From an optimization exercise on the open Yosys and OpenROAD flow, aimed at small area; shortcuts taken in it are not production practice.
Only simulation tests tie the RTL to the original design; equivalence was not proved.

job 101:
## dct_1d
module dct_1d(
    input clk,
    input rst_n,
    input enable,
    input signed [9:0] x0, input signed [9:0] x1, input signed [9:0] x2, input signed [9:0] x3,
    input signed [9:0] x4, input signed [9:0] x5, input signed [9:0] x6, input signed [9:0] x7,
    output reg signed [10:0] y0, output reg signed [10:0] y1, output reg signed [10:0] y2, output reg signed [10:0] y3,
    output reg signed [10:0] y4, output reg signed [10:0] y5, output reg signed [10:0] y6, output reg signed [10:0] y7,
    output valid
);
reg [1:0] vp;
always @(posedge clk) if (!rst_n) vp <= 2'd0; else vp <= {vp[0:0], enable};
assign valid = vp[1];
wire a0, a1; ha_cell u_a0 (.a(x0[0]), .b(x7[0]), .s(a0), .co(a1));
wire a2, a3; fa_cell u_a2 (.a(x0[1]), .b(x7[1]), .c(a1), .s(a2), .co(a3));
wire a4, a5; fa_cell u_a4 (.a(x0[2]), .b(x7[2]), .c(a3), .s(a4), .co(a5));
wire a6 = x0[3] ^ x7[3];
wire a7 = x0[3] & x7[3];
wire a8 = x0[4] ^ x7[4];
wire a9 = x0[4] & x7[4];
wire a10 = x0[5] ^ x7[5];
wire a11 = x0[5] & x7[5];
wire a12 = x0[6] ^ x7[6];
wire a13 = x0[6] & x7[6];
wire a14 = x0[7] ^ x7[7];
wire a15 = x0[7] & x7[7];
wire a16 = x0[8] ^ x7[8];
  ...
Settings: LEC_CHECK=0, ABC_AREA=1, CAP_MARGIN=20, CORE_MARGIN=2, CORE_UTILIZATION=40, GPL_TIMING_DRIVEN=0, PLACE_DENSITY=0.8, SLEW_MARGIN=20, SYNTH_HIERARCHICAL=1; clock period 6.0 ns.
run.sh (not shown) runs the stock make flow with config.mk's settings and CLKGATE_MAP_FILE= SYNTH_SCRIPT=/design/flow/synth_recipe.tcl, a recipe that flattens the netlist after the stock synthesis.
Edits applied to the flow inputs when going from job 101 to job 102:
--- a/flow/config.mk
+++ b/flow/config.mk
@@ -11,3 +11,2 @@
 export CORE_UTILIZATION = 40
-export GPL_TIMING_DRIVEN = 0
 export PLACE_DENSITY = 0.8
[summary]
Job 102: done, clean on timing, DRC and antenna
Relative to job 101, highest clock frequency the design can meet has increased by 3.4 MHz in job 102.
In the tables for job 102 and job 101, final area reads lower with job 102.
--- input diff job 102..job 103 ---
--- a/flow/config.mk
+++ b/flow/config.mk
@@ -11,2 +11,3 @@
 export CORE_UTILIZATION = 40
+export GPL_ROUTABILITY_DRIVEN = 0
 export PLACE_DENSITY = 0.8
### Flow results
Job 102 -> job 103: total number of tap cells delta 0, exact match
Against job 102, final non-filler cell area in job 103 fell slightly.
When job 103 is set beside job 102, its maximum frequency turns out to be about 1% smaller.
On share of post-route cells with drive strength above 1: job 103 sits below job 102.
Job 102 → job 103: length of routed met3 wiring picked up an extra 880 um, total detailed-routing wirelength lost about 0.6%, final cell count lost 1.0%, post-layout worst setup margin lost 0.057 ns.
Comparing job 103 against job 102, there is no change at all in cts-stage hold buffer count.
For job 104, these inputs were changed with respect to job 103:
--- a/flow/config.mk
+++ b/flow/config.mk
@@ -11,4 +11,3 @@
 export CORE_UTILIZATION = 40
-export GPL_ROUTABILITY_DRIVEN = 0
-export PLACE_DENSITY = 0.8
+export PLACE_DENSITY = 0.7
 export SLEW_MARGIN = 20
### Flow results
Diff job 103..job 104 | proportion of synthesized flip-flops having asynchronous set or reset | unchanged. Taking job 103 as the reference, in job 104 final hold slack grew by 0.0058 ns; remaining antenna violation count shows no meaningful change; clock network latency to the later pin of the worst-skew pair neither gained nor lost much; largest net degree at the start of global routing down 2. [diff] first-pass GRT wire length, job 104 relative to job 103: regression. Job 103 reports its endpoint of the worst setup timing path as y7[10] while job 104 reports y5[3]. Launching element of the worst setup path = d2_r[0]: job 104; launching element of the worst setup path = d2_r[9]: job 103. Area: job 104 vs job 103 -> job 104 larger. Job 104 vs. job 103: area share of buffers outside the clock network climbed 0.93 points, timing-limited maximum frequency barely changed, placed wire-length estimate after detailed placement climbed about 3%.

## port drivers added, routing unchanged
Ports are ideal in the flow. The routed layouts listed here were re-timed in OpenROAD.
Step 1 assumes that a clkbuf_16 drives the clock port and a buf_2 every other input.
Step 2 times the ports against the registers' clock, not the clock port: input delays grow and output delays shrink by t, the midpoint of the rising clock arrivals with the driver on.
Three values: ideal, step 1, step 2; two values: the first two.
| run | shift t [ns] | slack for setup (ns) | worst hold slack (ns) | clock arrival spread, ns | pins driven straight from the clock port |
|---|---|---|---|---|---|
| job 101 | 0.572 | 0.116 / 0.116 / -0.376 | 0.410 / 0.410 / 0.410 | 0.014 / 0.014 | 1 |
| job 102 | 0.565 | 0.232 / 0.232 / -0.238 | 0.410 / 0.410 / 0.410 | 0.019 / 0.020 | 1 |
| job 103 | 0.585 | 0.175 / 0.175 / -0.257 | 0.410 / 0.410 / 0.410 | 0.016 / 0.015 | 1 |
| job 104 | 0.574 | 0.171 / 0.171 / -0.222 | 0.416 / 0.416 / 0.416 | 0.019 / 0.018 | 1 |
With both steps, setup timing fails in every run listed, where it was met with ideal ports. For job 101, which loses most, drivers alone change the setup slack by 0.000 ns; drivers and shift together by -0.492 ns.
